Context: an optimization exercise on an open-source flow, tuned for small area, a short achievable clock period and few clock cycles. The choices shown serve that exercise and are no tape-out recipe.
The RTL was checked by simulation tests, not by an equivalence proof against the original design.

<file path="flow/config.mk">
export PLATFORM = sky130hd
export DESIGN_NAME = demosaic
export DESIGN_NICKNAME = demosaic
export VERILOG_FILES = /design/flow/design.v
export SDC_FILE = /design/flow/constraint.sdc
export NUM_CORES = 4
export LEC_CHECK = 0
export CAP_MARGIN = 20
export CORE_MARGIN = 2
export CORE_UTILIZATION = 40
export SLEW_MARGIN = 20
</file>
<file path="flow/run.sh">
#!/bin/bash
# synth_recipe.tcl (not shown) runs the flow's synth.tcl, then flattens the netlist and writes it again
# the make line also repeats each setting of config.mk as NAME=value (left out here)
make -C /OpenROAD-flow-scripts/flow DESIGN_CONFIG=/design/flow/config.mk WORK_HOME=/design/flow/orfs CLKGATE_MAP_FILE= SYNTH_SCRIPT=/design/flow/synth_recipe.tcl finish
</file>
<file path="flow/constraint.sdc">
create_clock -name core_clock -period 5.5 [get_ports {clk}]
set_input_delay 1.1000 -clock core_clock [delete_from_list [all_inputs] [get_ports {clk}]]
set_output_delay 1.1000 -clock core_clock [all_outputs]
set_load 0.01 [all_outputs]
</file>
<file path="flow/design.v">
module demosaic(clk, reset, in_en, data_in, wr_r, addr_r, wdata_r, rdata_r, wr_g, addr_g, wdata_g, rdata_g, wr_b, addr_b, wdata_b, rdata_b, done);
input clk;
input reset;
input in_en;
input [7:0] data_in;
output reg wr_r;
output reg [13:0] addr_r;
output reg [7:0] wdata_r;
input [7:0] rdata_r;
output reg wr_g;
output reg [13:0] addr_g;
output reg [7:0] wdata_g;
input [7:0] rdata_g;
output reg wr_b;
output reg [13:0] addr_b;
output reg [7:0] wdata_b;
input [7:0] rdata_b;
output reg done;
reg [3:0] state,nextState;
parameter S0=0, S1=1,S6=14,S7=15;
parameter S2_0=2, S2_1=3, S2_2=4;
parameter S3_0=5, S3_1=6, S3_2=7;
parameter S4_0=8, S4_1=9, S4_2=10;
parameter S5_0=11, S5_1=12, S5_2=13;
reg [6:0] col,row;
reg [13:0] r_queue[3:0],g_queue[3:0],b_queue[3:0];
reg [2:0] count;
wire [13:0] position;
assign position={row[6:0],col[6:0]};
always @(*) begin
    case(state)
        S0:begin
			if(&col & &row)nextState<=S1;
            else nextState <= S0;
        end
        S1:begin
            nextState = S7;
        end
        S2_0:begin
            nextState<=S2_1;
        end
        S2_1:begin
            if (count==2) nextState<=S2_2;
            else nextState<=S2_1;            
        end
        S2_2:begin
            nextState<=S6;
        end
        S3_0:begin
            nextState<=S3_1;
        end
        S3_1:begin
            if (count==4) nextState<=S3_2;
            else nextState<=S3_1;            
        end
        S3_2:begin
            nextState<=S6;
        end
        S4_0:begin
            nextState<=S4_1;
        end
        S4_1:begin
            if (count==4) nextState<=S4_2;
            else nextState<=S4_1;            
        end
        S4_2:begin
            nextState<=S6;
        end
        S5_0:begin
            nextState<=S5_1;
        end
        S5_1:begin
            if (count==2) nextState<=S5_2;
            else nextState<=S5_1;            
        end
        S5_2:begin
            nextState<=S6;
        end
        S6:begin
            nextState<=S7;
        end			
		S7:begin
			if (row[0]) begin
                if (col[0]) begin
                    nextState<=S2_0;
                end
                else begin
                    nextState<=S3_0;
                end
            end
            else begin
                if (col[0]) begin
                    nextState<=S4_0;
                end
                else begin
                    nextState<=S5_0;
                end
            end
		end
        default:begin
            nextState = S0;
        end
    endcase
end
always @(posedge clk or posedge reset) begin
    if(reset) state <= S0;
    else state <= nextState;
end
always @(posedge clk) begin
    case (state)
        S0:begin
            if (reset) begin
                wr_r<=0; 
                wr_g<=0; 
                wr_b<=0; 
                row<=0;col<=0;
                done<=0;
            end
            else if (in_en) begin
                wr_r<=0;
                wr_g<=0;
                wr_b<=0;
                if (row[0]) begin
                    if (col[0]) begin
                        wr_g<=1;
                    end
                    else begin
                        wr_b<=1;
                    end
                end
                else begin
                    if (col[0]) begin
                        wr_r<=1;
                    end
                    else begin
                        wr_g<=1;
                    end
                end
                addr_r<=position;
                wdata_r<=data_in;
                addr_g<=position;
                wdata_g<=data_in;
                addr_b<=position;
                wdata_b<=data_in;
                col<=col+1;
                if(&col) begin
                    row<=row+1;
                end
            end
        end
        S1:begin
            row<=1;col<=1;
            wr_r<=0;wr_g<=0;wr_b<=0;   
            count<=0;         
        end
        S2_0:begin
            r_queue[0]<=position-128;
            r_queue[1]<=position+128;
            b_queue[0]<=position-1;
            b_queue[1]<=position+1;
        end
        S2_1:begin
            if (count<2) begin
                addr_r<=r_queue[count];
                addr_b<=b_queue[count];
            end
            if (count) begin
                r_queue[count-1]<=rdata_r;
                b_queue[count-1]<=rdata_b;
            end
            count<=count+1;
        end
        S2_2:begin
            wr_r<=1;wr_b<=1;
            addr_r<=position;
            addr_b<=position;
            wdata_r<=(r_queue[0]+r_queue[1])>>1;
            wdata_b<=(b_queue[0]+b_queue[1])>>1;
        end
        S3_0:begin
            g_queue[0]<=position-128;
            g_queue[1]<=position+128;
            g_queue[2]<=position+1;
            g_queue[3]<=position-1;
            r_queue[0]<=position-129;
            r_queue[1]<=position-127;
            r_queue[2]<=position+127;
            r_queue[3]<=position+129;
        end
        S3_1:begin
            if (count<4) begin
                addr_g<=g_queue[count];
                addr_r<=r_queue[count];
            end
            if (count) begin
                g_queue[count-1]<=rdata_g;
                r_queue[count-1]<=rdata_r;
            end
            count<=count+1;
        end
        S3_2:begin
            wr_g<=1;wr_r<=1;
            addr_g<=position;
            addr_r<=position;
            wdata_g<=((g_queue[0]+g_queue[1])+(g_queue[2]+g_queue[3]))>>2;
            wdata_r<=((r_queue[0]+r_queue[1])+(r_queue[2]+r_queue[3]))>>2;            
        end
        S4_0:begin
            g_queue[0]<=position-128;
            g_queue[1]<=position+128;
            g_queue[2]<=position+1;
            g_queue[3]<=position-1;
            b_queue[0]<=position-129;
            b_queue[1]<=position-127;
            b_queue[2]<=position+127;
            b_queue[3]<=position+129;
        end
        S4_1:begin
            if (count<4) begin
                addr_g<=g_queue[count];
                addr_b<=b_queue[count];
            end
            if (count) begin
                g_queue[count-1]<=rdata_g;
                b_queue[count-1]<=rdata_b;
            end
            count<=count+1;
        end
        S4_2:begin
            wr_g<=1;wr_b<=1;
            addr_g<=position;
            addr_b<=position;
            wdata_g<=((g_queue[0]+g_queue[1])+(g_queue[2]+g_queue[3]))>>2;
            wdata_b<=((b_queue[0]+b_queue[1])+(b_queue[2]+b_queue[3]))>>2;
        end
        S5_0:begin
            b_queue[0]<=position-128;
            b_queue[1]<=position+128;
            r_queue[0]<=position-1;
            r_queue[1]<=position+1;
        end
        S5_1:begin
            if (count<2) begin
                addr_r<=r_queue[count];
                addr_b<=b_queue[count];
            end
            if (count) begin
                r_queue[count-1]<=rdata_r;
                b_queue[count-1]<=rdata_b;
            end
            count<=count+1;
        end
        S5_2:begin
            wr_r<=1;wr_b<=1;
            addr_r<=position;
            addr_b<=position;
            wdata_r<=(r_queue[0]+r_queue[1])>>1;
            wdata_b<=(b_queue[0]+b_queue[1])>>1;
        end
        S6:begin
            wr_r<=0;wr_g<=0;wr_b<=0;    
            count<=0;            
            if(col==127) begin
                row<=row+1;
                col<=0;
            end
            else col<=col+1;
        end
        S7:begin
            if (&row) begin
                done<=1;
            end
        end
    endcase
end
endmodule
</file>
==> flow_metrics.py <==
metrics = {
    "run_status": {
        "status": "no timing/DRC/antenna violations",
    },
    "logic_synthesis": {
        "async_flop_share": 0.01533,
        "synth_adder_area_share": 0.08832,
        "netlist_area_sq_um": 16690,
        "yosys_warnings": 1,
        "yosys-top-cells-area": "edfxtp_1 39%, mux4_2 5.7%, dfxtp_1 4.6%, fa_1 4.6%, ha_1 4.3%",
        "synth_mux_area_frac": 0.08697,
        "netlist_instances": 1631,
        "synth-seq-cells": 261,
        "synth_xor_area_frac": 0.05458,
        "synth-edff-count": 219,
        "synth_commonest_cells": "219 x edfxtp_1, 189 x nand2_1, 170 x nor2_1, 124 x o21ai_0, 113 x a21oi_1",
        "synth_compound_area_frac": 0.1491,
        "yosysMostFrequentCell": "edfxtp_1",
        "synth_top_family_by_area": "compound AO/OA/AOI/OAI gates",
        "synth_cell_types": 77,
        "synth.largest_area_cell": "edfxtp_1",
        "ys.flop_type": "edfxtp_1",
        "syn_area_per_cell_sq_um": 10.23,
        "ys_seq_area_frac": 0.4456,
        "synth_simple_gate_area_frac": 0.1265,
        "synth_top_cell_area_share": 0.3941,
        "syn_nets": 1761,
    },
    "finish": {
        "nets": 1824,
        "seqCellArea_sq_um": 7440,
        "antenna_cells": 0,
        "drive_gt1_frac": 0.1170,
        "multi_input_area_sq_um": 8477,
        "fillers": 3829,
        "syn_to_final_growth_pct": 15.33,
    },
    "min_path": {
        "whs_endpoint": "b_queue[2][11]$_SDFFE_PP0P_",
        "min_path_cells": 2,
        "hp-class": "register to register",
        "worstHoldStart": "b_queue[2][11]$_SDFFE_PP0P_",
    },
    "setup_path": {
        "end_kind": "register",
        "crit_buf_inv": 2,
        "max_stage_delay_ns": 0.54,
        "slowest_stage": "fa_1",
        "critPathLaunchType": "register",
        "reg2reg_to": "wdata_b[7]$_DFFE_PP_",
        "path_cells": "ha_1, inv_1, fa_1, nor2b_1, o21ai_0, a21boi_0, or4_1, a31oi_1, xor2_1, fa_1, inv_1, ha_1, nor2b_1, a311o_1, xnor2_1, xnor2_1, o221ai_1",
        "crit_required_ns": 5.79,
        "r2r_start": "b_queue[1][0]$_DFFE_PP_",
        "worstRegToRegCells": 17,
        "cp_max_fo": 4,
        "cp.arrival_ns": 4.53,
        "critPathTopFamily": "adder cells",
        "r2r_slack_ns": 1.26,
        "crit_type": "register to register",
    },
    "die": {
        "core_area_sq_um": 41020,
        "die_height_microns": 208.3,
        "rows": 74,
        "design.die.area_sq_um": 43370,
        "die_w_microns": 208.3,
        "start_util": 0.4069,
        "io_pins": 105,
    },
    "grt": {
        "grt_max_degree": 54,
        "grt_usage": 0.2467,
        "antenna_found_initial": 0,
        "grt_overflow": 0,
        "grt_first_pass_wirelength_microns": 81450,
        "grt_pass1_vias": 13000,
    },
    "timing": {
        "setup_viol": 0,
        "timing.slew.headroom": 0.2120,
        "slew_viol_final": 0,
        "fin_crit_sh": 0.7707,
        "tightest_slew_ns": 1.174,
        "grt_setup_unrepaired": "no",
        "final-hold-violation-count": 0,
        "layout_min_cycle_time_ns": 4.239,
        "fin_skew_ns": 0.01519,
        "max_freq_mhz": 235.9,
        "fin_tns_setup_ns": 0,
    },
    "clocking": {
        "cts-root-buf": "clkbuf_16",
        "cts.path.max_buffers": 3,
        "numClockSinks": 261,
        "cts_resized": 0,
        "post_cts_buffers": 0,
        "clk_latency_ns": 0.58,
        "path_clk_slew_ns": 0.06,
        "cts_made_buffers": 30,
        "cts_htree_levels": 1,
        "cts_hold_buf": 0,
        "cts_tree": "yes",
    },
    "detailed_routing": {
        "wl_per_cell_microns": 23.95,
        "ant_nets": 0,
        "initialDrtViolationCount": 1565,
        "via_per_inst": 5.909,
        "wl_microns": 53900,
        "vias": 13300,
        "drtPass1Iterations": 6,
        "drc": 0,
    },
    "run": {
        "max-cap-violations": 0,
    },
    "place": {
        "io_buffers": 104,
        "globalplace.congestion": 0.9755,
        "dp_hpwl_microns": 39530,
    },
}
placed cells by master, fill, tap and decap left out, types with 13 or more instances in the layout:
| master | instances |
|---|---|
| xnor2_1 | 67 |
| nor3_1 | 17 |
| clkdlybuf4s50_1 | 104 |
| buf_4 | 34 |
| nor2_1 | 167 |
| nand2_1 | 189 |
| o22ai_1 | 35 |
| ha_1 | 57 |
| clkbuf_16 | 32 |
| edfxtp_1 | 219 |
| dfxtp_1 | 36 |
| o21ai_0 | 121 |
| a22oi_1 | 13 |
| nand3_1 | 21 |
| a21oi_1 | 113 |
| mux4_2 | 42 |
| fa_1 | 38 |
| mux2_2 | 44 |
| a211oi_1 | 27 |
| nor2b_1 | 15 |
| nand2b_1 | 17 |
| o221ai_1 | 13 |
| xor2_1 | 37 |
| inv_1 | 88 |
metrics by stage:
stage	setup WS (ns)	utilization	std cells	cell area (sq um)	hold slack, ns
6_report	1.261	0.4693	2250	19250	0.4754
5_1_grt	0.9574	0.4693	2250	19250	0.4956
4_1_cts	1.263	0.4690	2250	19240	0.4779
3_5_place_dp	1.289	0.4440	2194	18210	0.4679
3_3_place_gp	1.334	0.4440	2194	18210	0.4601
2_1_floorplan	1.630	-	1631	16690	0.4438
state kept, by name, summed over array words and instances, names as in the netlist, named ones only:
signal / cells
addr_r: 14
wdata_r: 8
addr_b: 14
addr_g: 14
done: 1
g_queue: 56
state: 4
col: 7
wdata_g: 8
wr_b: 1
wr_g: 1
wr_r: 1
r_queue: 56
row: 7
wdata_b: 8
count: 3
b_queue: 56
cell families after synthesis:
family / count (synthesis)
adder cells (fa/ha/maj): 95
AO/OA/AOI/OAI: 407
buffers and inverters: 198
XOR/XNOR: 104
flip-flops: 261
AND/OR/NAND/NOR: 479
multiplexers: 87
per-layer routing:
layer  vias up  part of all wire  global-route usage  wire [microns]
li1       6000                 -                   -               -
met1      6477              0.41              0.3296           22350
met2       683              0.46              0.4002           24840
met3       136             0.076             0.03638            4076
met4         0             0.049              0.1074            2635
met5         -                 0                   0               0
worst reg2reg max path: cells and delay by family, from the launching register on:
| family | cells | cell delay [ns] |
|---|---|---|
| AOI/OAI and AO/OA | 5 | 1.05 |
| adders and majority gates | 4 | 1.33 |
| DFF | 1 | 0.39 |
| buffers and inverters | 2 | 0.12 |
| and+or+nand+nor | 3 | 0.63 |
| xor gates and xnor gates | 3 | 0.45 |
area by class of cell:
cell class | count | share of cell area
clock buffers | 40 | 0.04472
well taps | 532 | 0.03458
multi-input cells | 1172 | 0.4404
clock inverters | 16 | 0.008646
flip-flops and latches | 261 | 0.3865
repair buffers | 138 | 0.06735
inverters | 91 | 0.01775
worst max path at each step:
stage                            startpoint  cells after the start  slack (ns)                   end
floorplan           b_queue[1][0]$_DFFE_PP_                     17        1.63  wdata_b[7]$_DFFE_PP_
global placement    b_queue[1][0]$_DFFE_PP_                     17        1.33  wdata_b[7]$_DFFE_PP_
detailed placement  b_queue[1][0]$_DFFE_PP_                     17        1.29  wdata_b[7]$_DFFE_PP_
CTS                 b_queue[1][0]$_DFFE_PP_                     17        1.26  wdata_b[7]$_DFFE_PP_
global route        r_queue[1][0]$_DFFE_PP_                     18        0.96  wdata_r[7]$_DFFE_PP_
finish              b_queue[1][0]$_DFFE_PP_                     17        1.26  wdata_b[7]$_DFFE_PP_
Testbench counts, summed over its fixed seeds: cycles 2,326,448.

## static timing again, ports no longer ideal
How much do the figures lean on ideal ports? The routed layout below was timed once more, with nothing changed but the port constraints.
Step 1 (the two cells are an assumption about what drives the block):
set clk [get_ports {clk}]
set_driving_cell -lib_cell sky130_fd_sc_hd__clkbuf_16 $clk
set_driving_cell -lib_cell sky130_fd_sc_hd__buf_2 [delete_from_list [all_inputs] $clk]
Step 2 adds t to the input delays and takes it off the output delays; t is the mean of the earliest and latest rising clock arrival at the registers after step 1. Input paths then give back, and output paths get back, about the clock's delay inside the block.
Three values: ideal, step 1, step 2; two values: the first two.
t (ns): 0.625
setup slack, ns: 1.261 / 1.261 / 1.261
pins driven straight from the clock port: 1
After both steps setup and hold are still met in this run. The setup slack of this run moves by 0.000 ns with the drivers and by 0.000 ns with both steps.
